Context: an optimization exercise on an open-source flow, tuned for small area, a short achievable clock period and few clock cycles per item. The choices shown serve that exercise and are no tape-out recipe. No run shown here included a check of the RTL's function; only the layout flow was run.

`flow/config.mk`:
```
export PLATFORM = sky130hd
export DESIGN_NAME = led_serial
export DESIGN_NICKNAME = led_serial
export VERILOG_FILES = /design/flow/design.v
export SDC_FILE = /design/flow/constraint.sdc
export NUM_CORES = 4
export LEC_CHECK = 0
export CAP_MARGIN = 20
export CORE_MARGIN = 2
export CORE_UTILIZATION = 40
export PLACE_DENSITY = 0.6
export SLEW_MARGIN = 20
```
`flow/constraint.sdc`:
```
create_clock -name core_clock -period 10.0 [get_ports {clk}]
set_input_delay 2.0000 -clock core_clock [delete_from_list [all_inputs] [get_ports {clk}]]
set_output_delay 2.0000 -clock core_clock [all_outputs]
set_load 0.01 [all_outputs]
```
`flow/design.v`:
```
module led_serial
   (
    clk,
    reset,
    keyi,
    datai,
    dataq,
    start,
    done);
   input          clk;
   input          reset;
   input  [127:0] keyi;
   input  [63:0]  datai;
   output [63:0]  dataq;
   input          start;
   output         done;
   reg  [63:0] state;
   reg  [5:0]  rc;      
   reg  [1:0]  cnt;     
   reg         ksel;    
   reg         busy;
   reg         done_r;  
   wire last = (rc == 6'h09);
   wire [63:0] s;
   wire [63:0] t;
   genvar i, r, c;
   generate
      for (i = 0; i < 16; i = i + 1) begin : g_sb
         led_sbox u_sb (.x(state[63-4*i -: 4]), .y(s[63-4*i -: 4]));
      end
      for (r = 0; r < 4; r = r + 1) begin : g_sr_r
         for (c = 0; c < 4; c = c + 1) begin : g_sr_c
            assign t[63-4*(r*4+c) -: 4] = s[63-4*(r*4 + (c+r)%4) -: 4];
         end
      end
   endgenerate
   wire [63:0] mc;
   generate
      for (c = 0; c < 4; c = c + 1) begin : g_mc
         wire [15:0] o;
         led_mcol u_mc (.i({t[63-4*c -: 4], t[63-4*(4+c) -: 4],
                            t[63-4*(8+c) -: 4], t[63-4*(12+c) -: 4]}), .o(o));
         assign mc[63-4*c -: 4]      = o[15:12];
         assign mc[63-4*(4+c) -: 4]  = o[11:8];
         assign mc[63-4*(8+c) -: 4]  = o[7:4];
         assign mc[63-4*(12+c) -: 4] = o[3:0];
      end
   endgenerate
   wire       step_end = (cnt == 2'd3);
   wire       load = ~busy & start;
   wire       use_k1 = load | (busy & step_end & ~ksel);
   wire       use_k2 = busy & step_end & ksel;
   wire       busy_next = busy ? ~last : start;
   wire [5:0] rca = (busy ? rc : 6'h01) & {6{busy_next}};
   wire [3:0] c8 = {busy_next, 3'b000};
   wire [3:0] c9 = {busy_next, 2'b00, busy_next};
   wire [3:0] c2 = {2'b00, busy_next, 1'b0};
   wire [3:0] c3 = {2'b00, busy_next, busy_next};
   wire [63:0] cmask = {c8, 1'b0, rca[5:3], 8'h0,
                        c9, 1'b0, rca[2:0], 8'h0,
                        c2, 1'b0, rca[5:3], 8'h0,
                        c3, 1'b0, rca[2:0], 8'h0};
   wire [63:0] mask = ({64{use_k1}} & keyi[127:64]) | ({64{use_k2}} & keyi[63:0]);
   wire [63:0] base = busy ? mc : (start ? datai : state);
   wire [63:0] state_next = base ^ mask ^ cmask;
   always @(posedge clk)
     state <= state_next;
   always @(posedge clk)
     if (start & ~busy) begin
        rc   <= 6'h03;
        cnt  <= 2'd0;
        ksel <= 1'b1;
     end else begin
        rc   <= {rc[4:0], rc[5] ^ rc[4] ^ 1'b1};
        cnt  <= cnt + 2'd1;
        if (step_end) ksel <= ~ksel;
     end
   always @(posedge clk, posedge reset)
     if (reset) begin
        busy   <= 1'b0;
        done_r <= 1'b1;
     end else begin
        busy   <= busy_next;
        done_r <= ~busy_next;
     end
   assign done  = done_r;
   assign dataq = state;
endmodule
module led_sbox (x, y);
   input  [3:0] x;
   output [3:0] y;
   wire a = x[0] & ~x[2];
   wire b = x[3] & ~a;
   wire e = x[0] & x[1];
   wire f = x[2] | ~x[1];
   wire g = ~((f & ~x[0]) | x[3]) & ~e;
   wire h = x[3] ^ x[0];
   wire k = ~((~(x[3] & x[0]) | f) & (x[3] | x[1]));
   assign y[0] = h ^ (x[2] & ~x[1]);
   assign y[1] = ~((h & x[2]) | k);
   assign y[2] = ((b | ~e) & ~(b & ~x[1])) ^ x[2];
   assign y[3] = ~((f & b) | g);
endmodule
module led_mcol (i, o);
   input  [15:0] i;
   output [15:0] o;
   wire x0 = i[15] ^ i[7];
   wire x1 = i[10] ^ i[5];
   wire x2 = i[4] ^ i[3];
   wire x3 = i[9] ^ x0;
   wire x4 = i[6] ^ i[2];
   wire x5 = i[11] ^ i[0];
   wire x6 = i[14] ^ i[8];
   wire x7 = i[12] ^ i[1];
   wire x8 = x1 ^ x7;
   wire x9 = i[13] ^ x4;
   wire x10 = i[6] ^ x5;
   wire x11 = i[1] ^ x2;
   wire x12 = i[7] ^ x6;
   wire x13 = i[12] ^ i[4];
   wire x14 = i[14] ^ i[0];
   wire x15 = x3 ^ x8;
   wire x16 = i[5] ^ x11;
   wire x17 = x3 ^ x6;
   wire x18 = i[11] ^ x9;
   wire x19 = i[13] ^ i[9];
   wire x20 = i[9] ^ i[10];
   wire x21 = i[13] ^ i[6];
   wire x22 = i[12] ^ i[2];
   wire x23 = i[8] ^ i[3];
   wire x24 = i[15] ^ i[8];
   wire x25 = x4 ^ x14;
   wire x26 = x1 ^ x23;
   wire x27 = x2 ^ x5;
   wire x28 = x4 ^ x13;
   wire x29 = i[13] ^ x5;
   wire x30 = x13 ^ x20;
   wire x31 = x2 ^ x14;
   wire x32 = x22 ^ x24;
   wire x33 = i[10] ^ x2;
   wire x34 = i[0] ^ x1;
   wire x35 = i[4] ^ x1;
   wire x36 = x10 ^ x30;
   wire x37 = x3 ^ x31;
   wire x38 = x0 ^ x10;
   wire x39 = i[3] ^ x12;
   wire x40 = i[5] ^ x28;
   wire x41 = x12 ^ x34;
   wire x42 = x27 ^ x32;
   wire x43 = i[15] ^ x8;
   wire x44 = x21 ^ x26;
   wire x45 = x10 ^ x11;
   wire x46 = x25 ^ x35;
   wire x47 = x16 ^ x19;
   wire x48 = x9 ^ x41;
   wire x49 = x18 ^ x33;
   wire x50 = x17 ^ x40;
   wire x51 = x16 ^ x38;
   wire x52 = i[2] ^ x15;
   wire x53 = x15 ^ x29;
   wire x54 = x12 ^ x36;
   wire x55 = x3 ^ x44;
   wire x56 = x17 ^ x45;
   assign o[12] = x39;
   assign o[13] = x37;
   assign o[14] = x43;
   assign o[15] = x18;
   assign o[8] = x49;
   assign o[9] = x48;
   assign o[10] = x56;
   assign o[11] = x52;
   assign o[4] = x53;
   assign o[5] = x50;
   assign o[6] = x55;
   assign o[7] = x54;
   assign o[0] = x51;
   assign o[1] = x42;
   assign o[2] = x47;
   assign o[3] = x46;
endmodule
```
`flow/flow/run.sh`:
```
#!/bin/bash
# Layout flow: the standard flow, with two changes.
#  1. Synthesis maps the logic with the ABC script flow/abc.script in place of
#     ORFS's abc_speed.script (same Yosys script, registers untouched).
#  2. The ports are buffered by the smallest buffer, sky130_fd_sc_hd__buf_1,
#     instead of the one buffer_ports picks by default.
set -euo pipefail
here=$(pwd)
rm -rf "$here/scripts_abc"
cp -r "$FLOW_HOME/scripts" "$here/scripts_abc"
cp "$here/flow/abc.script" "$here/scripts_abc/abc_speed.script"
bash standard.sh "SCRIPTS_DIR=$here/scripts_abc" synth > synth.log 2>&1
bash standard.sh "BUFFER_PORTS_ARGS=-buffer_cell sky130_fd_sc_hd__buf_1" finish > layout.log 2>&1
```
`flow/flow/abc.script`:
```
&get -n
&st
&deepsyn -T 60
&dch
&nf
&put
```
`flow/standard.sh`:
```
#!/bin/bash
# synth_recipe.tcl (not shown) runs the flow's synth.tcl, then flattens the netlist and writes it again
# the make line also repeats each setting of config.mk as NAME=value (left out here)
make -C /OpenROAD-flow-scripts/flow DESIGN_CONFIG=/design/flow/config.mk WORK_HOME=/design/flow/orfs CLKGATE_MAP_FILE= SYNTH_SCRIPT=/design/flow/synth_recipe.tcl "${@:-finish}"
```
==> flow_summary.json, run 1 <==
{
  "grt_max_degree": 65,
  "die-area_sq_um": 19500,
  "synth_commonest_cells": "201 x xnor2_1, 103 x xor2_1, 73 x dfxtp_1",
  "fin_tns_setup_ps": 0,
  "yosys-top-cells-area": "xnor2_1 24%, dfxtp_1 20%, xor2_1 12%, a22oi_1 7.2%, a21oi_1 4.1%",
  "core_sq_um": 18000,
  "num_vias": 7349,
  "min_period_over_period": 0.417,
  "synth-main-ff-cell": "dfxtp_1",
  "post-synth-top-count-cell": "xnor2_1",
  "synth_top_cell_area_share": 0.240,
  "die_h_microns": 140,
  "arrival_ps": 4400,
  "setup_violations": 0,
  "critPathTopFamily": "buffers and inverters",
  "detail_route.vias_per_cell": 5.40,
  "cp.depth": 9,
  "cp-start-kind": "input port",
  "grt_pass1_vias": 6874,
  "grt_pass1_wl_microns": 37500,
  "initial_core_util": 0.409,
  "fin_util": 0.498,
  "min_period_ps": 4170,
  "dp_hpwl_microns": 18300,
  "grt_overflow_total": 0,
  "async_reset_ff_frac": 0.0267,
  "wl_microns": 24000,
  "postCtsSetupBuffers": 0,
  "dieWidth_microns": 140,
  "ys_types": 53,
  "ff2ff_path_depth": 9,
  "synth_nets": 1062,
  "synth_edf_count": 0,
  "rsz0062_at_grt": "no",
  "finalMaxSlewViolations": 0,
  "cp_num_buf_inv": 2,
  "seq_area_frac_synth": 0.206,
  "cts_root_buf": "clkbuf_16",
  "place_congestion": 0.896,
  "crit_type": "in -> reg",
  "antenna-diode-count": 0,
  "detail-route-antenna-nets": 0,
  "endpoint_kind": "flop",
  "port_buffers": 259,
  "crit_fanout": 33,
  "synth_area_per_cell_sq_um": 8.65,
  "maxSlewHeadroom": 0.425,
  "fin_skew_ps": 6.78,
  "numCtsBuffers": 9,
  "holdWs_ps": 421,
  "syn_inst": 849,
  "drive_gt1_frac": 0.0239,
  "grt_usage": 0.242,
  "rows": 49,
  "nets": 1339,
  "cts_tree": "done",
  "netlist_area_sq_um": 7340,
  "finalHoldViolCount": 0,
  "hp-class": "reg -> reg",
  "io_pins": 260,
  "clkTransAtPathRegs_ps": 60,
  "synth_warnings": 1,
  "routedWlPerCell_microns": 17.7,
  "cts_sinks": 75,
  "h-tree-depth": 3,
  "firstDrtPassIters": 6,
  "path_cells": "buf_1 > nand2_2 > nand2_2 > buf_4 > a22oi_1 > xnor2_1 > xor2_1 > xnor2_1 > a221o_1",
  "antenna_found_initial": 0,
  "areaGrowthSynthToFinish_pct": 21.8,
  "crit_path_top_delay_cell": "nand2_2",
  "slowest_delay_ps": 530,
  "clock_latency_ps": 340,
  "cp.required_ps": 10230,
  "cts_resized": 0,
  "synth_top_area_cell": "xnor2_1",
  "worst_pin_slew_ps": 855,
  "fmax_mhz": 240,
  "outcome": "finished clean",
  "first_iter_violations": 505,
  "drv_cap": 0,
  "drc": 0,
  "cts_buffer_depth": 2,
  "ys_ff_latch": 75,
  "ctsHoldBuffers": 0,
  "holdPathStages": 1
}
worst paths after layout:
check | from | to | slack (ps)
worst min-delay path | cnt[0] | cnt[0] | 420
max in group asynchronous | reset | done_r | 8340
worst max register to register | state[36] | state[40] | 6770
worst min register to register | cnt[0] | cnt[0] | 420
min in group asynchronous | reset | busy | 1470
worst max-delay path | start | state[10] | 5830
sequential cells by signal (all words and copies together) (netlist names):
register	cells
busy	1
cnt	2
done_r	1
ksel	1
rc	6
state	64
worst register-to-register path, delay by kind of cell (launching register included):
| kind | cells | cell delay, ps |
|---|---|---|
| mux | 1 | 240 |
| compound gates | 2 | 560 |
| xor+xnor | 6 | 1880 |
| flops | 1 | 440 |
cell families after synthesis:
kind of cell / synth area share
flops: 0.206
buf+inv: 0.0107
fa+ha+maj: 0.0307
xor+xnor: 0.391
compound gates: 0.265
mux: 0.00954
simple gates: 0.0871
metal layers:
layer / track usage / part of all wire / vias to the layer above
met5: 0 / 0 / -
met3: 0.0317 / 0.060 / 25
met4: 0.0680 / 0.017 / 0
li1: - / - / 3686
met2: 0.385 / 0.45 / 255
met1: 0.344 / 0.47 / 3383
area by class of cell:
cell class / instances / area, sq um
sequential: 75 / 1510
fill: 1820 / 9020
clock buffer: 14 / 264
clock inverter: 2 / 10.0
inverter: 21 / 78.8
tap: 229 / 287
multi-input combinational: 753 / 5760
timing repair buffer: 266 / 1020
per-stage QoR:
stage,cells,area (sq um),worst slack [ps]
6_report,1360,8940,5830
4_1_cts,1360,8940,5860
2_1_floorplan,849,7340,4930
3_5_place_dp,1344,8670,5480
3_3_place_gp,1344,8670,5580
5_1_grt,1360,8940,5640
cells in the final DEF, fill, tap and decap left out, types with 4 or more instances in the layout:
| cell type | synthesis | layout |
|---|---|---|
| xnor2_1 | 201 | 201 |
| dfxtp_1 | 73 | 73 |
| buf_1 | 0 | 259 |
| clkbuf_16 | 0 | 9 |
| clkinv_1 | 21 | 21 |
| nor2_1 | 32 | 31 |
| a221o_1 | 6 | 6 |
| a22oi_1 | 70 | 70 |
| o21ai_0 | 51 | 51 |
| o22ai_1 | 32 | 32 |
| o211ai_1 | 7 | 7 |
| buf_4 | 0 | 7 |
| o21bai_1 | 4 | 4 |
| nand2b_1 | 9 | 9 |
| nand3_1 | 4 | 4 |
| nand3b_1 | 6 | 6 |
| xnor3_1 | 4 | 4 |
| a22o_1 | 4 | 4 |
| nand2_1 | 33 | 31 |
| xor2_1 | 103 | 103 |
| mux2i_1 | 7 | 7 |
| a222oi_1 | 20 | 20 |
| xor3_1 | 5 | 5 |
| ha_1 | 18 | 18 |
| a21oi_1 | 60 | 60 |
| nor2b_1 | 29 | 28 |
==> inputs of run 2 (changes only) <==
--- a/flow/config.mk
+++ b/flow/config.mk
@@ -11,2 +11,3 @@
 export PLACE_DENSITY = 0.6
 export SLEW_MARGIN = 20
+export SYNTH_HIERARCHICAL = 1
==> run 2 against run 1 <==
Against the previous run:
- critical path type unchanged
- setup slack improved by 390 ps
- still clean
- synthesized cell count up 1.9%
- utilization is 2.6 points lower
==> flow_summary.json, run 2 <==
{
  "synth_edf_count": 0,
  "post-synth-top-count-cell": "xnor2_1",
  "grt_pass1_vias": 6876,
  "largest_register_ffs": 64,
  "cp-start-kind": "input port",
  "drive_gt1_frac": 0.0285,
  "cp.required_ps": 10230,
  "fin_tns_setup_ps": 0,
  "cts_root_buf": "clkbuf_16",
  "synth-main-ff-cell": "dfxtp_1",
  "grt_pass1_wl_microns": 38500,
  "top_regs": "state (64), rc (6), cnt (2)",
  "worst_pin_slew_ps": 1180,
  "first_iter_violations": 361,
  "clkTransAtPathRegs_ps": 60,
  "dp_hpwl_microns": 18800,
  "rows": 51,
  "endpoint_kind": "flop",
  "synth_top_area_cell": "dfxtp_1",
  "detail_route.vias_per_cell": 5.32,
  "fillers": 1976,
  "postCtsSetupBuffers": 0,
  "cts_sinks": 75,
  "grt_max_degree": 52,
  "synth_commonest_cells": "148 x xnor2_1, 121 x xor2_1, 75 x a21oi_1",
  "numCtsBuffers": 9,
  "port_buffers": 259,
  "synth_top_cell_area_share": 0.183,
  "die_h_microns": 145,
  "min_period_ps": 3780,
  "antenna-diode-count": 0,
  "ys_types": 35,
  "drc": 0,
  "arrival_ps": 4010,
  "firstDrtPassIters": 4,
  "crit_type": "in -> reg",
  "netlist_area_sq_um": 7990,
  "antenna_found_initial": 0,
  "ctsHoldBuffers": 0,
  "crit_fanout": 35,
  "clock_latency_ps": 350,
  "dp.cells": 1335,
  "min_period_over_period": 0.378,
  "regToRegSetupSlack_ps": 6570,
  "drv_cap": 0,
  "io_pins": 260,
  "layout_common_cells": "259 x buf_1, 148 x xnor2_1, 121 x xor2_1",
  "hp-class": "reg -> reg",
  "synth_area_per_cell_sq_um": 9.23,
  "mostFrequentLayoutCell": "buf_1",
  "synth_warnings": 7,
  "yosys-top-cells-area": "dfxtp_1 18%, xnor2_1 16%, xor2_1 13%, xnor3_1 6.8%, a22oi_1 6.2%",
  "num_vias": 7202,
  "die-area_sq_um": 21100,
  "fmax_mhz": 264,
  "wl_microns": 24900,
  "setup_violations": 0,
  "finalHoldViolCount": 0,
  "ys_ff_latch": 75,
  "synth_nets": 1078,
  "async_reset_ff_frac": 0.0267,
  "grt_overflow_total": 0,
  "cts_buffer_depth": 2,
  "detail-route-antenna-nets": 0,
  "regMostFlops": "state",
  "routedWlPerCell_microns": 18.4,
  "initial_core_util": 0.409,
  "seq_area_frac_synth": 0.189,
  "grt_usage": 0.232,
  "h-tree-depth": 3,
  "core_sq_um": 19500,
  "place_congestion": 0.912,
  "rsz0062_at_grt": "no",
  "nets": 1296,
  "cts_tree": "done",
  "finalMaxSlewViolations": 0,
  "areaGrowthSynthToFinish_pct": 15.4,
  "fin_skew_ps": 9.00,
  "layoutNonFillerInstCount": 1353,
  "outcome": "finished clean",
  "maxSlewHeadroom": 0.213,
  "dieWidth_microns": 145,
  "cts_resized": 0,
  "syn_inst": 865
}
==> run 2: cell count changes after synthesis, moves of 25 or more <==
cell and delta:
buf_4 +64, a22o_1 +26, o21ai_0 -41, xnor2_1 -53
nand2_1 -25
==> run 2: path summary, 6_finish.rpt <==
kind | startpoint | endpoint | depth (start not counted)
worst max register to register | state[23] | state[47] | 8
max in group asynchronous | reset | done_r | 2
worst max-delay path | start | state[54] | 7
min in group asynchronous | reset | busy | 2
worst min register to register | cnt[0] | cnt[0] | 1
worst min-delay path | cnt[0] | cnt[0] | 1
==> run 2: per-layer routing <==
layer	wire length, microns	up-vias	global-route usage	part of all wire
li1	-	3561	-	-
met1	11300	3353	0.315	0.45
met2	11600	263	0.383	0.46
met3	1610	25	0.0399	0.065
met4	424	0	0.0578	0.017
met5	0	-	0	0
==> run 2: critical path, cell delays in order <==
cell and delay [ps]:
buf_1 250, nor2b_4 210, a21oi_1 80, nor2_4 590, buf_4 510, a22oi_1 150, xor2_1 190
==> run 2: layout make-up <==
class / instances / area (sq um) / share of cell area
Tap cell: 265 / 332 / 0.0360
Inverter: 6 / 22.5 / 0.00244
Clock buffer: 14 / 264 / 0.0286
Clock inverter: 2 / 35.0 / 0.00380
Multi-Input combinational cell: 720 / 5990 / 0.650
Sequential cell: 75 / 1510 / 0.164
Timing Repair Buffer: 271 / 1060 / 0.115
==> run 2: stage by stage <==
step / hold slack (ps) / util / instance area (sq um) / setup slack [ps]
2_1_floorplan: 399 / - / 7990 / 3890
3_3_place_gp: 414 / 0.456 / 8910 / 5890
3_5_place_dp: 416 / 0.456 / 8910 / 5800
4_1_cts: 425 / 0.472 / 9210 / 6160
5_1_grt: 451 / 0.472 / 9220 / 5990
6_report: 422 / 0.472 / 9220 / 6220
==> run 2: logic make-up (layout without fill, tap and decap cells) <==
family,after synthesis,in the layout,share of synthesized area
multiplexers,13,13,0.0166
buffers and inverters,70,293,0.0630
XOR/XNOR,301,301,0.387
AO/OA/AOI/OAI,282,282,0.245
adder cells (fa/ha/maj),18,18,0.0282
AND/OR/NAND/NOR,106,106,0.0715
flip-flops,75,75,0.189
==> run 2: Yosys stat by module, one instance, submodules excluded <==
module | cell area (sq um) | cells inside | times used | flip-flops and latches
led_serial | 3740 | 381 | 1 | 75
led_mcol | 697 | 69 | 4 | 0
led_sbox | 91.3 | 13 | 16 | 0
==> inputs of run 3 (changes only) <==
--- a/flow/config.mk
+++ b/flow/config.mk
@@ -9,5 +9,5 @@
 export CORE_MARGIN = 2
 export CORE_UTILIZATION = 40
+export CTS_BUF_LIST = sky130_fd_sc_hd__clkbuf_8
 export PLACE_DENSITY = 0.6
 export SLEW_MARGIN = 20
-export SYNTH_HIERARCHICAL = 1
==> run 3 against run 2 <==
Against the previous run:
- via count is 3.8% higher
- first-iteration DRC count is 35% higher
- sequential share of layout area is 0.38 points higher
- clock skew is 2.9 ps higher
- critical endpoint is now state[47]
- largest cell class unchanged
==> flow_summary.json, run 3 <==
{
  "fin_tns_setup_ps": 0,
  "maxSlewHeadroom": 0.317,
  "layoutNonFillerInstCount": 1370,
  "grt_max_degree": 69,
  "grt_overflow_total": 0,
  "initial_core_util": 0.412,
  "setup_violations": 0,
  "place_congestion": 0.902,
  "die-area_sq_um": 19800,
  "antenna_found_initial": 0,
  "multiInputGateArea_sq_um": 5910,
  "ys_types": 45,
  "drv_cap": 0,
  "dp.cells": 1354,
  "synth_commonest_cells": "205 x xnor2_1, 91 x xor2_1, 76 x a22oi_1",
  "yosys-top-cells-area": "xnor2_1 24%, dfxtp_1 20%, xor2_1 11%, a22oi_1 7.6%, a21oi_1 4.0%",
  "crit_fanout": 37,
  "synth_nets": 1074,
  "rows": 49,
  "cts_sinks": 75,
  "setup_ws_ps": 5870,
  "cp-start-kind": "input port",
  "synth_top_cell_area_share": 0.240,
  "arrival_ps": 4390,
  "synth_area_per_cell_sq_um": 8.68,
  "rsz0062_at_grt": "no",
  "clkTransAtPathRegs_ps": 90,
  "outcome": "finished clean",
  "min_period_over_period": 0.413,
  "syn_inst": 861,
  "layout_common_cells": "259 x buf_1, 205 x xnor2_1, 91 x xor2_1",
  "finalMaxSlewViolations": 0,
  "dp_hpwl_microns": 19200,
  "antenna-diode-count": 0,
  "netlist_area_sq_um": 7470,
  "holdWs_ps": 433,
  "seq_area_frac_synth": 0.202,
  "endpoint_kind": "flop",
  "first_iter_violations": 488,
  "numCtsBuffers": 9,
  "synth_edf_count": 0,
  "synth_warnings": 1,
  "synth_top_area_cell": "xnor2_1",
  "finalHoldViolCount": 0,
  "clock_latency_ps": 370,
  "mostFrequentLayoutCell": "buf_1",
  "ys_ff_latch": 75,
  "post-synth-top-count-cell": "xnor2_1",
  "io_pins": 260,
  "detail_route.vias_per_cell": 5.46,
  "firstDrtPassIters": 5,
  "min_period_ps": 4130,
  "grt_pass1_vias": 7179,
  "core_sq_um": 18100,
  "crit_type": "in -> reg",
  "areaGrowthSynthToFinish_pct": 20.6,
  "wl_microns": 25100,
  "num_vias": 7478,
  "cts_root_buf": "clkbuf_8",
  "port_buffers": 259,
  "largest_register_ffs": 64,
  "pre_cts_ws_ps": 5440,
  "hp-class": "reg -> reg",
  "fin_skew_ps": 11.9,
  "ctsHoldBuffers": 0,
  "grt_pass1_wl_microns": 38800,
  "h-tree-depth": 3,
  "cts_buffer_depth": 2,
  "detail-route-antenna-nets": 0,
  "grt_usage": 0.250,
  "nets": 1349,
  "regArea_sq_um": 1510,
  "synth-main-ff-cell": "dfxtp_1",
  "routedWlPerCell_microns": 18.3,
  "fmax_mhz": 242,
  "regMostFlops": "state",
  "die_h_microns": 141,
  "top_regs": "state (64), rc (6), cnt (2)",
  "dieWidth_microns": 141,
  "fillers": 1887,
  "cts_tree": "done",
  "cts_resized": 0,
  "async_reset_ff_frac": 0.0267,
  "drc": 0,
  "worst_pin_slew_ps": 1020,
  "drive_gt1_frac": 0.0254,
  "postCtsSetupBuffers": 0,
  "cp.required_ps": 10260
}
## run 3: changes by cell type after synthesis, moves of 15 or more
cell,change
a21oi_1,-15
o22ai_1,+21
buf_4,-64
xor2_1,-30
xnor2_1,+57
nor2b_1,+16
a221oi_1,-20
nand2_1,+33
a211oi_1,-16
a22o_1,-30
a222oi_1,+18
o21ai_0,+23
## run 3: logic make-up after synthesis
logic type,Yosys count,share of synthesized area
XOR/XNOR,310,0.390
AO/OA/AOI/OAI,273,0.245
AND/OR/NAND/NOR,156,0.108
flip-flops,75,0.202
adder cells (fa/ha/maj),18,0.0301
buffers and inverters,17,0.00854
multiplexers,12,0.0161
## run 3: layout make-up
cell class,instances,share of cell area
sequential,75,0.168
inverter,17,0.00708
multi-input combinational,769,0.656
timing repair buffer,264,0.112
clock inverter,6,0.00958
tap,229,0.0318
clock buffer,10,0.0153
## run 3: worst paths after layout
check	depth (start not counted)	endpoint	start	slack [ps]
worst max-delay path	10	state[47]	start	5870
worst min-delay path	1	cnt[0]	cnt[0]	430
worst max register to register	9	state[29]	state[63]	6580
worst min register to register	1	cnt[0]	cnt[0]	430
max in group asynchronous	2	done_r	reset	8370
min in group asynchronous	2	busy	reset	1430
## run 3: routing by layer
layer  vias up  part of all wire  global-route usage
met1      3439              0.45               0.340
met4         0             0.016              0.0689
met2       298              0.46               0.416
met5         -                 0                   0
met3        28             0.072              0.0360
li1       3713                 -                   -
## run 3: through the flow
| stage | utilization | cell area (sq um) |
|---|---|---|
| CTS | 0.497 | 9010 |
| global placement | 0.484 | 8790 |
| global route | 0.497 | 9010 |
| detailed placement | 0.484 | 8790 |
| finish | 0.497 | 9010 |
| floorplan | - | 7470 |
## run 3: worst max-delay path, stage by stage
cell and delay [ps]:
buf_1 270, nand2_2 100, nand2_2 450, buf_4 510, a22oi_1 190, xnor2_1 300
xor2_1 210, o21ai_0 100, a21oi_1 160, a21oi_1 50
==> inputs of run 4 (changes only) <==
--- a/flow/flow/run.sh
+++ b/flow/flow/run.sh
@@ -11,3 +11,3 @@
 cp "$here/flow/abc.script" "$here/scripts_abc/abc_speed.script"
 bash standard.sh "SCRIPTS_DIR=$here/scripts_abc" synth > synth.log 2>&1
-bash standard.sh "BUFFER_PORTS_ARGS=-buffer_cell sky130_fd_sc_hd__buf_1" finish > layout.log 2>&1
+bash standard.sh "BUFFER_PORTS_ARGS=-buffer_cell sky130_fd_sc_hd__buf_1" SETUP_SLACK_MARGIN=6.6 TNS_END_PERCENT=0 finish > layout.log 2>&1
--- a/flow/config.mk
+++ b/flow/config.mk
@@ -9,5 +9,4 @@
 export CORE_MARGIN = 2
 export CORE_UTILIZATION = 40
-export CTS_BUF_LIST = sky130_fd_sc_hd__clkbuf_8
 export PLACE_DENSITY = 0.6
 export SLEW_MARGIN = 20
==> run 4 against run 3 <==
Against the previous run:
- die area is 3.6% higher
- critical path depth increased by 1
- sequential cell count did not move
- setup slack improved by 740 ps
- worst hold slack worse by 12 ps
- synthesized cell count decreased by 2.9%
- cell count up 1.7%
- highest routed layer unchanged
==> flow_summary.json, run 4 <==
{
  "fin_util": 0.515,
  "rows": 50,
  "wl_microns": 27500,
  "hp-class": "reg -> reg",
  "fmax_mhz": 295,
  "endpoint_kind": "flop",
  "grt_overflow_total": 0,
  "grt_pass1_wl_microns": 41000,
  "die-area_sq_um": 20500,
  "clkTransAtPathRegs_ps": 70,
  "firstDrtPassIters": 6,
  "setup_violations": 0,
  "min_period_ps": 3390,
  "top_regs": "state (64), rc (6), cnt (2)",
  "num_vias": 7675,
  "grt_pass1_vias": 7131,
  "rsz0062_at_grt": "yes",
  "antenna_found_initial": 0,
  "ctsHoldBuffers": 0,
  "netlist_area_sq_um": 7750,
  "mostFrequentLayoutCell": "buf_1",
  "cts_root_buf": "clkbuf_16",
  "pre_cts_ws_ps": 4960,
  "multiInputGateArea_sq_um": 6240,
  "initial_core_util": 0.412,
  "ys_types": 51,
  "cp-start-kind": "input port",
  "setup_ws_ps": 6610,
  "finalHoldViolCount": 0,
  "regArea_sq_um": 1510,
  "dieWidth_microns": 143,
  "dp_hpwl_microns": 19300,
  "ys_ff_latch": 75,
  "yosys-top-cells-area": "dfxtp_1 19%, xnor2_1 18%, xor2_1 11%, xnor3_1 9.6%, a22oi_1 6.7%",
  "synth_top_cell_area_share": 0.189,
  "detail_route.vias_per_cell": 5.51,
  "synth_commonest_cells": "158 x xnor2_1, 99 x xor2_1, 73 x dfxtp_1",
  "die_h_microns": 143,
  "holdWs_ps": 420,
  "routedWlPerCell_microns": 19.8,
  "port_buffers": 259,
  "drv_cap": 0,
  "drive_gt1_frac": 0.0424,
  "cts_buffer_depth": 2,
  "grt_usage": 0.267,
  "fillers": 1879,
  "async_reset_ff_frac": 0.0267,
  "finalMaxSlewViolations": 0,
  "syn_inst": 836,
  "synth_edf_count": 0,
  "areaGrowthSynthToFinish_pct": 25.1,
  "slowest_delay_ps": 240,
  "h-tree-depth": 3,
  "crit_type": "in -> reg",
  "first_iter_violations": 653,
  "cts_sinks": 75,
  "outcome": "finished clean",
  "fin_tns_setup_ps": 0,
  "post-synth-top-count-cell": "xnor2_1",
  "numCtsBuffers": 9,
  "core_sq_um": 18800,
  "grt_max_degree": 50,
  "synth_warnings": 1,
  "maxSlewHeadroom": 0.443,
  "detail-route-antenna-nets": 0,
  "regMostFlops": "state",
  "crit_path_top_delay_cell": "xnor3_1",
  "synth_nets": 1049,
  "io_pins": 260,
  "cp.required_ps": 10280,
  "largest_register_ffs": 64,
  "min_period_over_period": 0.339,
  "path_cells": "buf_4 > nor2_4 > buf_12 > a21oi_4 > buf_12 > a22oi_2 > xnor2_1 > xnor3_1 > xor2_1 > a22oi_1 > xor2_1",
  "worst_pin_slew_ps": 826,
  "nets": 1341,
  "cts_tree": "done",
  "drc": 0,
  "antenna-diode-count": 0,
  "fin_skew_ps": 9.79,
  "seq_area_frac_synth": 0.195,
  "synth_top_area_cell": "dfxtp_1",
  "synth_area_per_cell_sq_um": 9.27,
  "crit_fanout": 12,
  "arrival_ps": 3670,
  "clock_latency_ps": 360,
  "layout_common_cells": "258 x buf_1, 158 x xnor2_1, 99 x xor2_1",
  "synth-main-ff-cell": "dfxtp_1",
  "place_congestion": 0.946
}
[run 4: stage by stage]
step	cell area (sq um)	instances
after floorplan	7780	836
after global placement	9130	1361
after detailed placement	9130	1361
after CTS	9640	1389
after global routing	9700	1393
final	9700	1393
[run 4: path summary, 6_finish.rpt]
| path | endpoint | startpoint | depth (start not counted) | slack [ps] |
|---|---|---|---|---|
| min in group asynchronous | busy | reset | 2 | 1450 |
| worst max-delay path | state[24] | start | 11 | 6610 |
| worst min-delay path | cnt[0] | cnt[0] | 1 | 420 |
| worst min register to register | cnt[0] | cnt[0] | 1 | 420 |
| worst max register to register | state[34] | state[7] | 8 | 6720 |
| max in group asynchronous | done_r | reset | 2 | 8360 |
[run 4: final cells by class]
cell class,count,area share
Clock inverter,6,0.00929
Timing Repair Buffer,279,0.126
Tap cell,260,0.0336
Clock buffer,10,0.0236
Inverter,20,0.00774
Multi-Input combinational cell,743,0.644
Sequential cell,75,0.156
[run 4: per-layer routing]
metal  track usage  part of all wire  vias up
met1         0.351              0.43     3588
met5             0                 0        -
li1              -                 -     3749
met3        0.0547             0.076       41
met2         0.436              0.47      297
met4        0.0886             0.025        0
[run 4: logic make-up after synthesis]
| group | Yosys count | synth area share |
|---|---|---|
| adders and majority gates | 18 | 0.0291 |
| muxes | 4 | 0.00517 |
| AOI/OAI and AO/OA | 274 | 0.251 |
| DFF | 75 | 0.195 |
| buffers and inverters | 20 | 0.00969 |
| xor gates and xnor gates | 296 | 0.405 |
| and+or+nand+nor | 149 | 0.105 |
[run 4: critical path, delay by kind of cell]
| kind | cells | cell delay (ps) |
|---|---|---|
| compound gates | 3 | 410 |
| xor+xnor | 4 | 710 |
| buf+inv | 3 | 470 |
| simple gates | 1 | 60 |
[run 4: repair_timing]
action	CTS	global route
pin swaps	2	1
setup endpoints to repair	64	20
endpoints found under the hold margin	0	0
resized for setup	13	4
buffers inserted	8	4
cloned	4	0
==> inputs of run 5 (changes only) <==
--- a/flow/flow/run.sh
+++ b/flow/flow/run.sh
@@ -11,3 +11,3 @@
 cp "$here/flow/abc.script" "$here/scripts_abc/abc_speed.script"
 bash standard.sh "SCRIPTS_DIR=$here/scripts_abc" synth > synth.log 2>&1
-bash standard.sh "BUFFER_PORTS_ARGS=-buffer_cell sky130_fd_sc_hd__buf_1" SETUP_SLACK_MARGIN=6.6 TNS_END_PERCENT=0 finish > layout.log 2>&1
+bash standard.sh "BUFFER_PORTS_ARGS=-buffer_cell sky130_fd_sc_hd__buf_1" SETUP_SLACK_MARGIN=6.9 TNS_END_PERCENT=0 finish > layout.log 2>&1
==> run 5 against run 4 <==
Against the previous run:
- die area did not move
- global-route usage is essentially flat
- worst hold slack worse by 0.52 ps
- utilization up 0.17 points
- non-clock buffer count shrank 1
- clock skew is 1.2 ps higher
- routed wire length increased by 0.19%
- via count down 0.12%
- register-to-register slack improved by 90 ps
- synthesized area unchanged
- critical endpoint unchanged
==> flow_summary.json, run 5 <==
{
  "fin_tns_setup_ps": 0,
  "rows": 50,
  "ys_types": 51,
  "synth_top_family_by_area": "XOR/XNOR gates",
  "initial_core_util": 0.412,
  "nets": 1340,
  "cp-start-kind": "input port",
  "cp.required_ps": 10280,
  "top_regs": "state (64), rc (6), cnt (2)",
  "postPlaceCellArea_sq_um": 9130,
  "numCtsBuffers": 9,
  "cp_common_cell": "buf_12",
  "path_cells": "buf_12 > nor2_4 > buf_12 > a21oi_4 > buf_12 > a22oi_2 > xnor2_1 > xnor3_1 > xor2_1 > a22oi_1 > xor2_1",
  "synth_top_area_cell": "dfxtp_1",
  "drive_gt1_frac": 0.0442,
  "antenna-diode-count": 0,
  "outcome": "finished clean",
  "antenna_found_initial": 0,
  "grt_max_degree": 50,
  "synthSimpleGateAreaFrac": 0.105,
  "clock_latency_ps": 360,
  "die_h_microns": 143,
  "slowest_delay_ps": 240,
  "endpoint_kind": "flop",
  "ys_ff_latch": 75,
  "finalHoldViolCount": 0,
  "cts_buffer_depth": 2,
  "synth_top_cell_area_share": 0.189,
  "layout_common_cells": "258 x buf_1, 155 x xnor2_1, 99 x xor2_1",
  "cp_num_buf_inv": 3,
  "synth_fa_ha_area_frac": 0.0291,
  "yosys-top-cells-area": "dfxtp_1 19%, xnor2_1 18%, xor2_1 11%, xnor3_1 9.6%, a22oi_1 6.7%",
  "muxShareOfSynthArea": 0.00517,
  "drc": 0,
  "synth_area_per_cell_sq_um": 9.27,
  "setup_violations": 0,
  "wl_microns": 27600,
  "h-tree-depth": 3,
  "post-synth-top-count-cell": "xnor2_1",
  "first_iter_violations": 555,
  "min_period_ps": 3280,
  "drv_cap": 0,
  "port_buffers": 259,
  "core_sq_um": 18800,
  "seq_area_frac_synth": 0.195,
  "final_area_sq_um": 9730,
  "crit_path_top_delay_cell": "xnor3_1",
  "io_pins": 260,
  "critPathTopFamily": "XOR/XNOR gates",
  "synth-main-ff-cell": "dfxtp_1",
  "num_vias": 7666,
  "synth_edf_count": 0,
  "min_period_over_period": 0.328,
  "fmax_mhz": 305,
  "clkTransAtPathRegs_ps": 70,
  "detail-route-antenna-nets": 0,
  "syn_inst": 836,
  "maxSlewHeadroom": 0.381,
  "grt_usage": 0.266,
  "synth_warnings": 1,
  "routedWlPerCell_microns": 19.8,
  "regMostFlops": "state",
  "grt_pass1_vias": 7175,
  "synth_commonest_cells": "158 x xnor2_1, 99 x xor2_1, 73 x dfxtp_1",
  "place_congestion": 0.946,
  "mostFrequentLayoutCell": "buf_1",
  "grt_pass1_wl_microns": 41000,
  "cts_tree": "done",
  "dp_hpwl_microns": 19300,
  "worst_pin_slew_ps": 919,
  "areaGrowthSynthToFinish_pct": 25.5,
  "hp-class": "reg -> reg",
  "synthXorXnorAreaFrac": 0.405,
  "async_reset_ff_frac": 0.0267,
  "rsz0062_at_grt": "yes",
  "arrival_ps": 3560,
  "netlist_area_sq_um": 7750,
  "synth_nets": 1049,
  "crit_fanout": 7,
  "fin_skew_ps": 11.0,
  "finalMaxSlewViolations": 0,
  "cts_sinks": 75,
  "die-area_sq_um": 20500,
  "crit_type": "in -> reg",
  "synth_compound_area_frac": 0.251,
  "detail_route.vias_per_cell": 5.51,
  "grt_overflow_total": 0,
  "cts_root_buf": "clkbuf_16",
  "firstDrtPassIters": 7,
  "largest_register_ffs": 64,
  "dieWidth_microns": 143
}
run 5: metal layers:
layer	GRT usage	vias to the layer above	share of wire
met2	0.439	284	0.47
met4	0.0912	0	0.027
met5	0	-	0
met3	0.0604	48	0.074
li1	-	3746	-
met1	0.344	3588	0.43
run 5: what timing repair did:
item                       4_1_cts  5_1_grt
gates resized for setup         19        5
pin swaps                        5        3
hold buffers                     0        0
cloned                           4        0
setup buffers                   11        0
setup endpoints to repair       77       60
run 5: final cells by class:
class / count / area [sq um]
flip-flops and latches: 75 / 1510
fillers: 1876 / 9100
clock inverters: 6 / 90.1
repair buffers: 278 / 1230
inverters: 20 / 75.1
multi-input cells: 743 / 6270
well taps: 260 / 325
clock buffers: 10 / 229
run 5: through the flow:
stage / hold slack [ps] / utilization / instances / setup slack [ps]
5_1_grt: 453 / 0.517 / 1392 / 6640
4_1_cts: 421 / 0.515 / 1392 / 6690
3_3_place_gp: 411 / 0.485 / 1361 / 5010
6_report: 420 / 0.517 / 1392 / 6720
3_5_place_dp: 410 / 0.485 / 1361 / 4960
2_1_floorplan: 399 / - / 836 / 5770
run 5: cell families after synthesis:
kind of cell	Yosys count
xor gates and xnor gates	296
AOI/OAI and AO/OA	274
and+or+nand+nor	149
DFF	75
buffers and inverters	20
adders and majority gates	18
muxes	4
run 5: worst register-to-register path: stages (launching register included):
cell and delay [ps]:
dfxtp_1 540, or4b_1 540, o211ai_1 240, xor2_1 350, xnor3_1 320, xor2_1 310
xor3_1 310, a222oi_1 330, xor2_1 180
run 5: worst paths after layout:
kind                       slack (ps)        end      start  cells past startpoint
setup / recovery                 6720  state[24]      start                     11
hold / removal                    420     cnt[0]     cnt[0]                      1
setup reg to reg                 6810  state[38]  state[33]                      8
hold reg to reg                   420     cnt[0]     cnt[0]                      1
max in group asynchronous        8370     done_r      reset                      2
min in group asynchronous        1450       busy      reset                      2
==> inputs of run 6 (changes only) <==
--- a/flow/design.v
+++ b/flow/design.v
@@ -22,29 +22,6 @@
    reg         done_r;  
    wire last = (rc == 6'h09);
-   wire [63:0] s;
-   wire [63:0] t;
-   genvar i, r, c;
-   generate
-      for (i = 0; i < 16; i = i + 1) begin : g_sb
-         led_sbox u_sb (.x(state[63-4*i -: 4]), .y(s[63-4*i -: 4]));
-      end
-      for (r = 0; r < 4; r = r + 1) begin : g_sr_r
-         for (c = 0; c < 4; c = c + 1) begin : g_sr_c
-            assign t[63-4*(r*4+c) -: 4] = s[63-4*(r*4 + (c+r)%4) -: 4];
-         end
-      end
-   endgenerate
    wire [63:0] mc;
-   generate
-      for (c = 0; c < 4; c = c + 1) begin : g_mc
-         wire [15:0] o;
-         led_mcol u_mc (.i({t[63-4*c -: 4], t[63-4*(4+c) -: 4],
-                            t[63-4*(8+c) -: 4], t[63-4*(12+c) -: 4]}), .o(o));
-         assign mc[63-4*c -: 4]      = o[15:12];
-         assign mc[63-4*(4+c) -: 4]  = o[11:8];
-         assign mc[63-4*(8+c) -: 4]  = o[7:4];
-         assign mc[63-4*(12+c) -: 4] = o[3:0];
-      end
-   endgenerate
+   led_round u_round (.s(state), .o(mc));
    wire       step_end = (cnt == 2'd3);
    wire       load = ~busy & start;
@@ -86,4 +63,30 @@
    assign done  = done_r;
    assign dataq = state;
+endmodule
+module led_round (s, o);
+   input  [63:0] s;
+   output [63:0] o;
+   wire [63:0] sb;
+   wire [63:0] sr;
+   genvar i, r, c;
+   generate
+      for (i = 0; i < 16; i = i + 1) begin : g_sb
+         led_sbox u_sb (.x(s[63-4*i -: 4]), .y(sb[63-4*i -: 4]));
+      end
+      for (r = 0; r < 4; r = r + 1) begin : g_sr_r
+         for (c = 0; c < 4; c = c + 1) begin : g_sr_c
+            assign sr[63-4*(r*4+c) -: 4] = sb[63-4*(r*4 + (c+r)%4) -: 4];
+         end
+      end
+      for (c = 0; c < 4; c = c + 1) begin : g_mc
+         wire [15:0] m;
+         led_mcol u_mc (.i({sr[63-4*c -: 4], sr[63-4*(4+c) -: 4],
+                            sr[63-4*(8+c) -: 4], sr[63-4*(12+c) -: 4]}), .o(m));
+         assign o[63-4*c -: 4]      = m[15:12];
+         assign o[63-4*(4+c) -: 4]  = m[11:8];
+         assign o[63-4*(8+c) -: 4]  = m[7:4];
+         assign o[63-4*(12+c) -: 4] = m[3:0];
+      end
+   endgenerate
 endmodule
 module led_sbox (x, y);
--- a/flow/flow/run.sh
+++ b/flow/flow/run.sh
@@ -11,3 +11,3 @@
 cp "$here/flow/abc.script" "$here/scripts_abc/abc_speed.script"
 bash standard.sh "SCRIPTS_DIR=$here/scripts_abc" synth > synth.log 2>&1
-bash standard.sh "BUFFER_PORTS_ARGS=-buffer_cell sky130_fd_sc_hd__buf_1" SETUP_SLACK_MARGIN=6.9 TNS_END_PERCENT=0 finish > layout.log 2>&1
+bash standard.sh "BUFFER_PORTS_ARGS=-buffer_cell sky130_fd_sc_hd__buf_1" finish > layout.log 2>&1
==> flow/flow/abc.script (replaced) <==
&get -n
&st
&deepsyn -T 60
&dch
&nf -R 20
&put
--- a/flow/config.mk
+++ b/flow/config.mk
@@ -9,4 +9,7 @@
 export CORE_MARGIN = 2
 export CORE_UTILIZATION = 40
+export CTS_BUF_LIST = sky130_fd_sc_hd__clkbuf_8
 export PLACE_DENSITY = 0.6
 export SLEW_MARGIN = 20
+export SYNTH_HIERARCHICAL = 1
+export SYNTH_MINIMUM_KEEP_SIZE = 500
==> run 6 against run 5 <==
Against the previous run:
- still clean on timing, DRC and antenna
- synthesized area fell by 1.5%
- via count fell by 8.1%
- sequential share of layout area rose by 1.8 points
- sequential cell count did not move
- critical path type unchanged
==> flow_summary.json, run 6 <==
{
  "mostFrequentLayoutCell": "buf_1",
  "cts_sinks": 75,
  "nets": 1321,
  "initial_core_util": 0.408,
  "die-area_sq_um": 20200,
  "largest_register_ffs": 64,
  "synth-main-ff-cell": "dfxtp_1",
  "drv_cap": 0,
  "fillers": 1910,
  "postCtsSetupBuffers": 0,
  "min_period_ps": 4270,
  "clock_latency_ps": 380,
  "cts_tree": "done",
  "worst_pin_slew_ps": 929,
  "maxSlewHeadroom": 0.374,
  "finalMaxSlewViolations": 0,
  "hp-class": "reg -> reg",
  "netlist_area_sq_um": 7630,
  "synth_warnings": 7,
  "layout_common_cells": "259 x buf_1, 158 x xnor2_1, 153 x xor2_1",
  "wl_microns": 23400,
  "syn_inst": 893,
  "numCtsBuffers": 9,
  "layoutNonFillerInstCount": 1348,
  "outcome": "finished clean",
  "grt_pass1_vias": 6504,
  "port_buffers": 259,
  "synth_area_per_cell_sq_um": 8.55,
  "crit_type": "in -> reg",
  "cp-start-kind": "input port",
  "seq_area_frac_synth": 0.198,
  "dieWidth_microns": 142,
  "ys_types": 29,
  "grt_pass1_wl_microns": 34700,
  "detail_route.vias_per_cell": 5.23,
  "regMostFlops": "state",
  "top_regs": "state (64), rc (6), cnt (2)",
  "cts_resized": 0,
  "antenna_found_initial": 0,
  "arrival_ps": 4540,
  "fmax_mhz": 234,
  "fin_skew_ps": 13.0,
  "endpoint_kind": "flop",
  "yosys-top-cells-area": "dfxtp_1 19%, xnor2_1 18%, xor2_1 18%, a22oi_1 7.5%, buf_4 6.3%",
  "ctsHoldBuffers": 0,
  "synth_top_area_cell": "dfxtp_1",
  "async_reset_ff_frac": 0.0267,
  "cts_root_buf": "clkbuf_8",
  "io_pins": 260,
  "synth_edf_count": 0,
  "firstDrtPassIters": 7,
  "synth_commonest_cells": "158 x xnor2_1, 153 x xor2_1, 76 x a22oi_1",
  "areaGrowthSynthToFinish_pct": 14.3,
  "first_iter_violations": 327,
  "regArea_sq_um": 1510,
  "drc": 0,
  "fin_tns_setup_ps": 0,
  "die_h_microns": 142,
  "finalHoldViolCount": 0,
  "core_sq_um": 18700,
  "cts_buffer_depth": 2,
  "h-tree-depth": 3,
  "place_congestion": 0.896,
  "routedWlPerCell_microns": 17.3,
  "grt_usage": 0.223,
  "dp.cells": 1331,
  "multiInputGateArea_sq_um": 5550,
  "min_period_over_period": 0.427,
  "grt_max_degree": 66,
  "rsz0062_at_grt": "no",
  "synth_nets": 1106,
  "num_vias": 7045,
  "synth_top_cell_area_share": 0.192,
  "cp.required_ps": 10270,
  "fin_util": 0.466,
  "setup_violations": 0,
  "post-synth-top-count-cell": "xnor2_1",
  "crit_fanout": 42,
  "grt_overflow_total": 0,
  "dp_hpwl_microns": 18100,
  "rows": 50,
  "ys_ff_latch": 75,
  "clkTransAtPathRegs_ps": 90,
  "drive_gt1_frac": 0.0279,
  "detail-route-antenna-nets": 0
}
[run 6: cell types whose count changed after synthesis, sizes merged, moves of 17 or more]
cell	change
o21ai	+35
o221ai	+20
a222oi	-28
a22o	+27
buf	+64
xnor3	-32
xor2	+54
nand2	-17
[run 6: worst max-delay path, stage by stage]
cell and delay [ps]:
buf_1 210, nor2b_4 180, buf_4 470, a21oi_1 160, nor2_4 640, buf_4 490, a22oi_1 170, xor2_1 190
[run 6: final cells by class]
type	instances	area share
inverters	30	0.0129
multi-input cells	724	0.636
repair buffers	268	0.119
diodes	1	0.000287
clock inverters	5	0.00689
clock buffers	11	0.0174
flip-flops and latches	75	0.174
well taps	234	0.0336
[run 6: worst paths after layout]
| check | from | endpoint | slack, ps | cells past startpoint |
|---|---|---|---|---|
| max | start | state[12] | 5730 | 8 |
| min | cnt[0] | cnt[0] | 420 | 1 |
| min in group asynchronous | reset | busy | 1420 | 2 |
| max in group asynchronous | reset | done_r | 8390 | 2 |
| max reg2reg | state[56] | state[41] | 6730 | 12 |
| min reg2reg | cnt[0] | cnt[0] | 420 | 1 |
[run 6: logic make-up after synthesis]
logic type / Yosys count / share of synthesized area
compound gates: 276 / 0.241
xor+xnor: 312 / 0.360
fa+ha+maj: 18 / 0.0295
buf+inv: 94 / 0.0777
flops: 75 / 0.198
mux: 21 / 0.0279
simple gates: 97 / 0.0661
[run 6: metrics by stage]
step,setup WS [ps],hold slack (ps),area (sq um)
finish,5730,422,8720
global route,5490,459,8720
CTS,5720,425,8720
detailed placement,5310,413,8510
global placement,5410,410,8510
floorplan,3850,399,7630
[run 6: routing by layer]
metal / part of all wire / vias up / global-route usage / routed length [microns]
met3: 0.054 / 19 / 0.0316 / 1260
met2: 0.46 / 229 / 0.371 / 10800
met4: 0.013 / 0 / 0.0605 / 299
met5: 0 / - / 0 / 0
li1: - / 3551 / - / -
met1: 0.47 / 3246 / 0.302 / 11000
[run 6: per-module statistics from Yosys, one instance, submodules excluded]
module	flops+latches	times used	area, sq um	cells
led_round	0	1	3880	511
led_serial	75	1	3750	382
==> inputs of run 7 (changes only) <==
--- a/flow/flow/run.sh
+++ b/flow/flow/run.sh
@@ -11,3 +11,4 @@
 cp "$here/flow/abc.script" "$here/scripts_abc/abc_speed.script"
 bash standard.sh "SCRIPTS_DIR=$here/scripts_abc" synth > synth.log 2>&1
+bash standard.sh SETUP_SLACK_MARGIN=6.8 floorplan > floorplan.log 2>&1
 bash standard.sh "BUFFER_PORTS_ARGS=-buffer_cell sky130_fd_sc_hd__buf_1" finish > layout.log 2>&1
==> run 7 against run 6 <==
Against the previous run:
- register-to-register slack got worse by 70 ps
- critical path depth decreased by 1
- worst hold slack improved by 8.8 ps
- synthesized cell count unchanged
- still clean on timing, DRC and antenna
- largest cell class unchanged
- non-clock buffer count unchanged
- critical endpoint is now state[17]
==> flow_summary.json, run 7 <==
{
  "outcome": "finished clean",
  "min_period_ps": 3750,
  "hold_path_startpoint": "cnt[0]",
  "numCtsBuffers": 9,
  "wl_microns": 23300,
  "critPathTopFamily": "buffers and inverters",
  "fmax_mhz": 267,
  "synth_top_area_cell": "dfxtp_1",
  "grt_pass1_vias": 6740,
  "fin_util": 0.466,
  "first_iter_violations": 348,
  "ff2ff_path_depth": 10,
  "synth_area_per_cell_sq_um": 8.55,
  "cts_tree": "done",
  "r2r_end": "state[43]",
  "crit_fanout": 45,
  "hp-class": "reg -> reg",
  "mostFrequentLayoutCell": "buf_1",
  "grt_max_degree": 46,
  "final_area_sq_um": 8710,
  "seq_area_frac_synth": 0.198,
  "die-area_sq_um": 20200,
  "yosys-top-cells-area": "dfxtp_1 19%, xnor2_1 18%, xor2_1 18%, a22oi_1 7.5%, buf_4 6.3%",
  "cts_root_buf": "clkbuf_8",
  "ctsHoldBuffers": 0,
  "holdPathStages": 1,
  "regArea_sq_um": 1510,
  "dieWidth_microns": 142,
  "layout_common_cells": "259 x buf_1, 158 x xnor2_1, 153 x xor2_1",
  "drc": 0,
  "dp_hpwl_microns": 17900,
  "synth_edf_count": 0,
  "largest_register_ffs": 64,
  "detail_route.vias_per_cell": 5.23,
  "h-tree-depth": 3,
  "cts_buffer_depth": 2,
  "arrival_ps": 4020,
  "postPlaceCellArea_sq_um": 8510,
  "netlist_area_sq_um": 7630,
  "fin_tns_setup_ps": 0,
  "grt_overflow_total": 0,
  "antenna-diode-count": 0,
  "crit_path_top_delay_cell": "buf_4",
  "cts_sinks": 75,
  "routedWlPerCell_microns": 17.3,
  "synth_nets": 1106,
  "clock_latency_ps": 390,
  "cts_resized": 0,
  "synth_top_cell_area_share": 0.192,
  "pre_cts_ws_ps": 5850,
  "syn_inst": 893,
  "crit_type": "in -> reg",
  "setup_ws_ps": 6250,
  "antenna_found_initial": 0,
  "min_period_over_period": 0.375,
  "detail-route-antenna-nets": 0,
  "synth_commonest_cells": "158 x xnor2_1, 153 x xor2_1, 76 x a22oi_1",
  "finalMaxSlewViolations": 0,
  "die_h_microns": 142,
  "grt_usage": 0.229,
  "initial_core_util": 0.408,
  "regMostFlops": "state",
  "rows": 50,
  "post-synth-top-count-cell": "xnor2_1",
  "whs_endpoint": "cnt[0]",
  "num_vias": 7044,
  "endpoint_kind": "flop",
  "async_reset_ff_frac": 0.0267,
  "r2r-start": "state[16]",
  "top_regs": "state (64), rc (6), cnt (2)",
  "fillers": 1901,
  "maxSlewHeadroom": 0.358,
  "drive_gt1_frac": 0.0288,
  "finalHoldViolCount": 0,
  "grt_pass1_wl_microns": 36000,
  "cp-start-kind": "input port",
  "io_pins": 260,
  "postCtsSetupBuffers": 0,
  "path_cells": "buf_1 > nor2_4 > buf_4 > nor2_4 > buf_4 > a22oi_1 > xor2_1",
  "multiInputGateArea_sq_um": 5550,
  "place_congestion": 0.858,
  "setup_violations": 0,
  "areaGrowthSynthToFinish_pct": 14.2,
  "synth_warnings": 7,
  "firstDrtPassIters": 6,
  "met2_wirelength_microns": 11000,
  "slowest_delay_ps": 540,
  "regToRegSetupSlack_ps": 6660,
  "fin_skew_ps": 13.8,
  "ys_ff_latch": 75,
  "worst_pin_slew_ps": 953,
  "highest_layer": "met4",
  "cp.required_ps": 10270,
  "core_sq_um": 18700,
  "drv_cap": 0,
  "clkTransAtPathRegs_ps": 90,
  "rsz0062_at_grt": "no",
  "route.met3.wl_microns": 1100,
  "ys_types": 29,
  "port_buffers": 259,
  "synth-main-ff-cell": "dfxtp_1",
  "holdWs_ps": 431,
  "drt-met1-wl_microns": 11000,
  "nets": 1321,
  "cp_num_buf_inv": 3
}
## run 7: final cells by class
| cell class | instances | area share |
|---|---|---|
| clock buffers | 9 | 0.0142 |
| clock inverters | 7 | 0.00905 |
| inverters | 30 | 0.0129 |
| multi-input cells | 724 | 0.637 |
| flip-flops and latches | 75 | 0.174 |
| well taps | 234 | 0.0336 |
| repair buffers | 268 | 0.119 |
## run 7: kinds of logic (layout without fill, tap and decap cells)
family / count (synthesis) / in the layout / synth area share
AND/OR/NAND/NOR: 97 / 97 / 0.0661
flip-flops: 75 / 75 / 0.198
AO/OA/AOI/OAI: 276 / 276 / 0.241
multiplexers: 21 / 21 / 0.0279
adder cells (fa/ha/maj): 18 / 18 / 0.0295
XOR/XNOR: 312 / 312 / 0.360
buffers and inverters: 94 / 314 / 0.0777
## run 7: worst max-delay path by stage
| stage | from | endpoint | cells past startpoint |
|---|---|---|---|
| after floorplan | start | state[12] | 5 |
| final | start | state[17] | 7 |
| after global routing | start | state[27] | 7 |
| after global placement | start | state[36] | 7 |
| after detailed placement | start | state[29] | 7 |
| after CTS | start | state[17] | 7 |
## run 7: routing by layer
layer / vias to the layer above / GRT usage
li1: 3554 / -
met1: 3282 / 0.305
met2: 193 / 0.391
met3: 15 / 0.0414
met4: 0 / 0.0384
met5: - / 0
## run 7: Yosys stat by module (local to each module, per instance)
module,copies in the design,flops+latches,cells inside
led_round,1,0,511
led_serial,1,75,382
## run 7: metrics by stage
| step | instances |
|---|---|
| 2_1_floorplan | 893 |
| 3_3_place_gp | 1331 |
| 3_5_place_dp | 1331 |
| 4_1_cts | 1347 |
| 5_1_grt | 1347 |
| 6_report | 1347 |
==> inputs of run 8 (changes only) <==
--- a/flow/design.v
+++ b/flow/design.v
@@ -25,6 +25,5 @@
    led_round u_round (.s(state), .o(mc));
    wire       step_end = (cnt == 2'd3);
-   wire       load = ~busy & start;
-   wire       use_k1 = load | (busy & step_end & ~ksel);
+   wire       use_k1 = busy ? (step_end & ~ksel) : start;
    wire       use_k2 = busy & step_end & ksel;
    wire       busy_next = busy ? ~last : start;
@@ -38,7 +37,8 @@
                         c2, 1'b0, rca[5:3], 8'h0,
                         c3, 1'b0, rca[2:0], 8'h0};
-   wire [63:0] mask = ({64{use_k1}} & keyi[127:64]) | ({64{use_k2}} & keyi[63:0]);
-   wire [63:0] base = busy ? mc : (start ? datai : state);
-   wire [63:0] state_next = base ^ mask ^ cmask;
+   wire [63:0] state_next;
+   led_mix u_mix (.mc(mc), .d(datai), .q(state), .k1(keyi[127:64]), .k2(keyi[63:0]),
+                  .c(cmask), .busy(busy), .start(start), .u1(use_k1), .u2(use_k2),
+                  .o(state_next));
    always @(posedge clk)
      state <= state_next;
@@ -63,4 +63,11 @@
    assign done  = done_r;
    assign dataq = state;
+endmodule
+module led_mix (mc, d, q, k1, k2, c, busy, start, u1, u2, o);
+   input  [63:0] mc, d, q, k1, k2, c;
+   input         busy, start, u1, u2;
+   output [63:0] o;
+   wire [63:0] base = busy ? mc : (start ? d : q);
+   assign o = base ^ (({64{u1}} & k1) | ({64{u2}} & k2)) ^ c;
 endmodule
 module led_round (s, o);
--- a/flow/flow/run.sh
+++ b/flow/flow/run.sh
@@ -11,4 +11,3 @@
 cp "$here/flow/abc.script" "$here/scripts_abc/abc_speed.script"
 bash standard.sh "SCRIPTS_DIR=$here/scripts_abc" synth > synth.log 2>&1
-bash standard.sh SETUP_SLACK_MARGIN=6.8 floorplan > floorplan.log 2>&1
 bash standard.sh "BUFFER_PORTS_ARGS=-buffer_cell sky130_fd_sc_hd__buf_1" finish > layout.log 2>&1
==> run 8 against run 7 <==
Against the previous run:
- still clean
- sequential share of layout area rose by 0.33 points
- fmax fell by 2.7%
- setup slack got worse by 110 ps
- synthesized area fell by 1.8%
- synthesized cell count fell by 2.6%
- die area fell by 1.8%
- clock skew rose by 2.8 ps
- count of clock-buffer cells in the layout rose by 2
- routed wire length rose by 0.34%
==> flow_summary.json, run 8 <==
{
  "outcome": "finished clean",
  "route.met3.wl_microns": 1530,
  "finalMaxSlewViolations": 0,
  "synthSimpleGateAreaFrac": 0.0549,
  "muxShareOfSynthArea": 0.0190,
  "ys_types": 28,
  "whs_endpoint": "cnt[0]",
  "seq_area_frac_synth": 0.202,
  "synth_compound_area_frac": 0.228,
  "crit_path_top_delay_cell": "nor2_4",
  "r2r-start": "state[40]",
  "post-synth-top-count-cell": "xnor2_1",
  "firstDrtPassIters": 7,
  "synth_commonest_cells": "181 x xnor2_1, 143 x xor2_1, 75 x a22oi_1",
  "hold_path_startpoint": "cnt[0]",
  "ctsHoldBuffers": 0,
  "routedWlPerCell_microns": 17.7,
  "synth_top_family_by_area": "XOR/XNOR gates",
  "rows": 50,
  "async_reset_ff_frac": 0.0267,
  "dp.cells": 1305,
  "antenna-diode-count": 0,
  "drv_cap": 0,
  "num_vias": 7055,
  "highest_layer": "met4",
  "port_buffers": 259,
  "cp-start-kind": "input port",
  "clkTransAtPathRegs_ps": 90,
  "synth_area_per_cell_sq_um": 8.61,
  "drc": 0,
  "crit_fanout": 37,
  "synth_top_cell_area_share": 0.212,
  "hp-class": "reg -> reg",
  "cp.required_ps": 10310,
  "fmax_mhz": 260,
  "holdPathStages": 1,
  "detail-route-antenna-nets": 0,
  "detail_route.vias_per_cell": 5.34,
  "netlist_area_sq_um": 7490,
  "synth_nets": 1083,
  "layout_common_cells": "259 x buf_1, 181 x xnor2_1, 143 x xor2_1",
  "synth_top_area_cell": "xnor2_1",
  "postCtsSetupBuffers": 0,
  "largest_register_ffs": 64,
  "io_pins": 260,
  "synth-main-ff-cell": "dfxtp_1",
  "cp_common_cell": "nor2_4",
  "dp_hpwl_microns": 18200,
  "syn_inst": 870,
  "die_h_microns": 141,
  "numCtsBuffers": 9,
  "slowest_delay_ps": 850,
  "dieWidth_microns": 141,
  "cts_tree": "done",
  "top_regs": "state (64), rc (6), cnt (2)",
  "areaGrowthSynthToFinish_pct": 14.1,
  "synth_warnings": 7,
  "synthXorXnorAreaFrac": 0.382,
  "r2r_end": "state[28]",
  "path_cells": "buf_1 > nor2_4 > nor2_4 > buf_4 > a22oi_1 > xor2_1",
  "min_period_over_period": 0.385,
  "synth_edf_count": 0,
  "grt_pass1_wl_microns": 35700,
  "mostFrequentLayoutCell": "buf_1",
  "crit_type": "in -> reg",
  "pre_cts_ws_ps": 5780,
  "rsz0062_at_grt": "no",
  "place_congestion": 0.914,
  "grt_max_degree": 49,
  "ff2ff_path_depth": 10,
  "cts_sinks": 75,
  "grt_overflow_total": 0,
  "clock_latency_ps": 390,
  "finalHoldViolCount": 0,
  "regToRegSetupSlack_ps": 6600,
  "drt-met1-wl_microns": 10500,
  "synth_fa_ha_area_frac": 0.0301,
  "nets": 1295,
  "h-tree-depth": 3,
  "cts_buffer_depth": 2,
  "fin_tns_setup_ps": 0,
  "ys_ff_latch": 75,
  "first_iter_violations": 510,
  "arrival_ps": 4160,
  "yosys-top-cells-area": "xnor2_1 21%, dfxtp_1 20%, xor2_1 17%, a22oi_1 7.5%, buf_4 6.4%",
  "cts_root_buf": "clkbuf_8",
  "postPlaceCellArea_sq_um": 8350,
  "worst_pin_slew_ps": 1070,
  "antenna_found_initial": 0,
  "grt_usage": 0.232,
  "setup_ws_ps": 6150,
  "wl_microns": 23400,
  "die-area_sq_um": 19800,
  "endpoint_kind": "flop",
  "cts_resized": 0,
  "min_period_ps": 3850,
  "core_sq_um": 18500,
  "fin_skew_ps": 16.6,
  "setup_violations": 0
}
==> run 8: how the worst max path moves through the flow <==
stage                     start   endpoint  slack, ps  cells after the start
final                     start  state[11]       6150                      6
after global routing      start  state[11]       5960                      6
after CTS                 start  state[11]       6180                      6
after detailed placement  start  state[24]       5780                      6
after global placement    start   state[2]       5870                      6
after floorplan           start  state[12]       3760                      5
==> run 8: modules after synthesis, one instance, submodules excluded <==
| module | times used | flip-flops and latches |
|---|---|---|
| led_serial | 1 | 75 |
| led_round | 1 | 0 |
==> run 8: final cells by class <==
| class | instances | area [sq um] |
|---|---|---|
| clock inverter | 5 | 53.8 |
| sequential | 75 | 1510 |
| fill | 1876 | 9960 |
| inverter | 40 | 150 |
| clock buffer | 11 | 151 |
| multi-input combinational | 691 | 5370 |
| timing repair buffer | 265 | 1020 |
| tap | 234 | 293 |
==> run 8: logic make-up after synthesis <==
kind of cell | after synthesis
XOR/XNOR | 325
AO/OA/AOI/OAI | 250
buffers and inverters | 104
AND/OR/NAND/NOR | 84
flip-flops | 75
adder cells (fa/ha/maj) | 18
multiplexers | 14
==> run 8: per-stage QoR <==
step / hold slack [ps] / util
floorplan: 399 / -
global placement: 416 / 0.451
detailed placement: 415 / 0.451
CTS: 429 / 0.462
global route: 454 / 0.462
finish: 428 / 0.462
==> run 8: per-layer routing <==
metal  GRT usage  up-vias
met5           0        -
met4      0.0763        0
met3      0.0296       25
met2       0.386      275
met1       0.311     3262
li1            -     3493
==> run 8: critical path: cells and delay by family <==
kind	cells	cell delay [ps]
AND/OR/NAND/NOR	2	1220
buffers and inverters	2	520
AO/OA/AOI/OAI	1	240
XOR/XNOR	1	170

static timing again, ports no longer ideal:
The results above use ideal ports. As a check the final layouts listed here were re-extracted and re-timed, cells and wires unchanged.
Step 1: set_driving_cell puts a clkbuf_16 on clk and a buf_2 on each other input, an assumption about the parent block.
Step 2 also shifts input and output timing later by t, the mid clock arrival at the registers, as if the neighbouring blocks saw the same clock.
Slacks: ideal ports / drivers / drivers and shift; pairs: ideal ports / drivers.
| run | t (ns) | setup WS [ns] | worst hold slack (ns) | clock arrival spread, ns | worst slew at a driven data input, ns |
|---|---|---|---|---|---|
| run 1 | 0.383 | 5.833 / 5.849 / 5.466 | 0.421 / 0.421 / 0.421 | 0.007 / 0.006 | 0.04 |
| run 2 | 0.391 | 6.219 / 6.232 / 5.841 | 0.422 / 0.422 / 0.422 | 0.009 / 0.009 | 0.06 |
| run 3 | 0.407 | 5.871 / 5.885 / 5.478 | 0.433 / 0.433 / 0.433 | 0.012 / 0.012 | 0.06 |
| run 4 | 0.397 | 6.611 / 6.618 / 6.221 | 0.420 / 0.420 / 0.420 | 0.010 / 0.010 | 0.05 |
| run 5 | 0.401 | 6.720 / 6.680 / 6.278 | 0.420 / 0.420 / 0.420 | 0.011 / 0.011 | 0.08 |
| run 6 | 0.415 | 5.730 / 5.740 / 5.325 | 0.422 / 0.422 / 0.422 | 0.013 / 0.013 | 0.08 |
| run 7 | 0.424 | 6.255 / 6.218 / 5.794 | 0.431 / 0.431 / 0.431 | 0.014 / 0.014 | 0.07 |
| run 8 | 0.427 | 6.149 / 6.167 / 5.740 | 0.428 / 0.428 / 0.428 | 0.016 / 0.016 | 0.10 |
After both steps setup and hold are still met in every run listed. The setup slack of run 7, which loses most, moves by -0.037 ns with the drivers and by -0.461 ns with both steps.
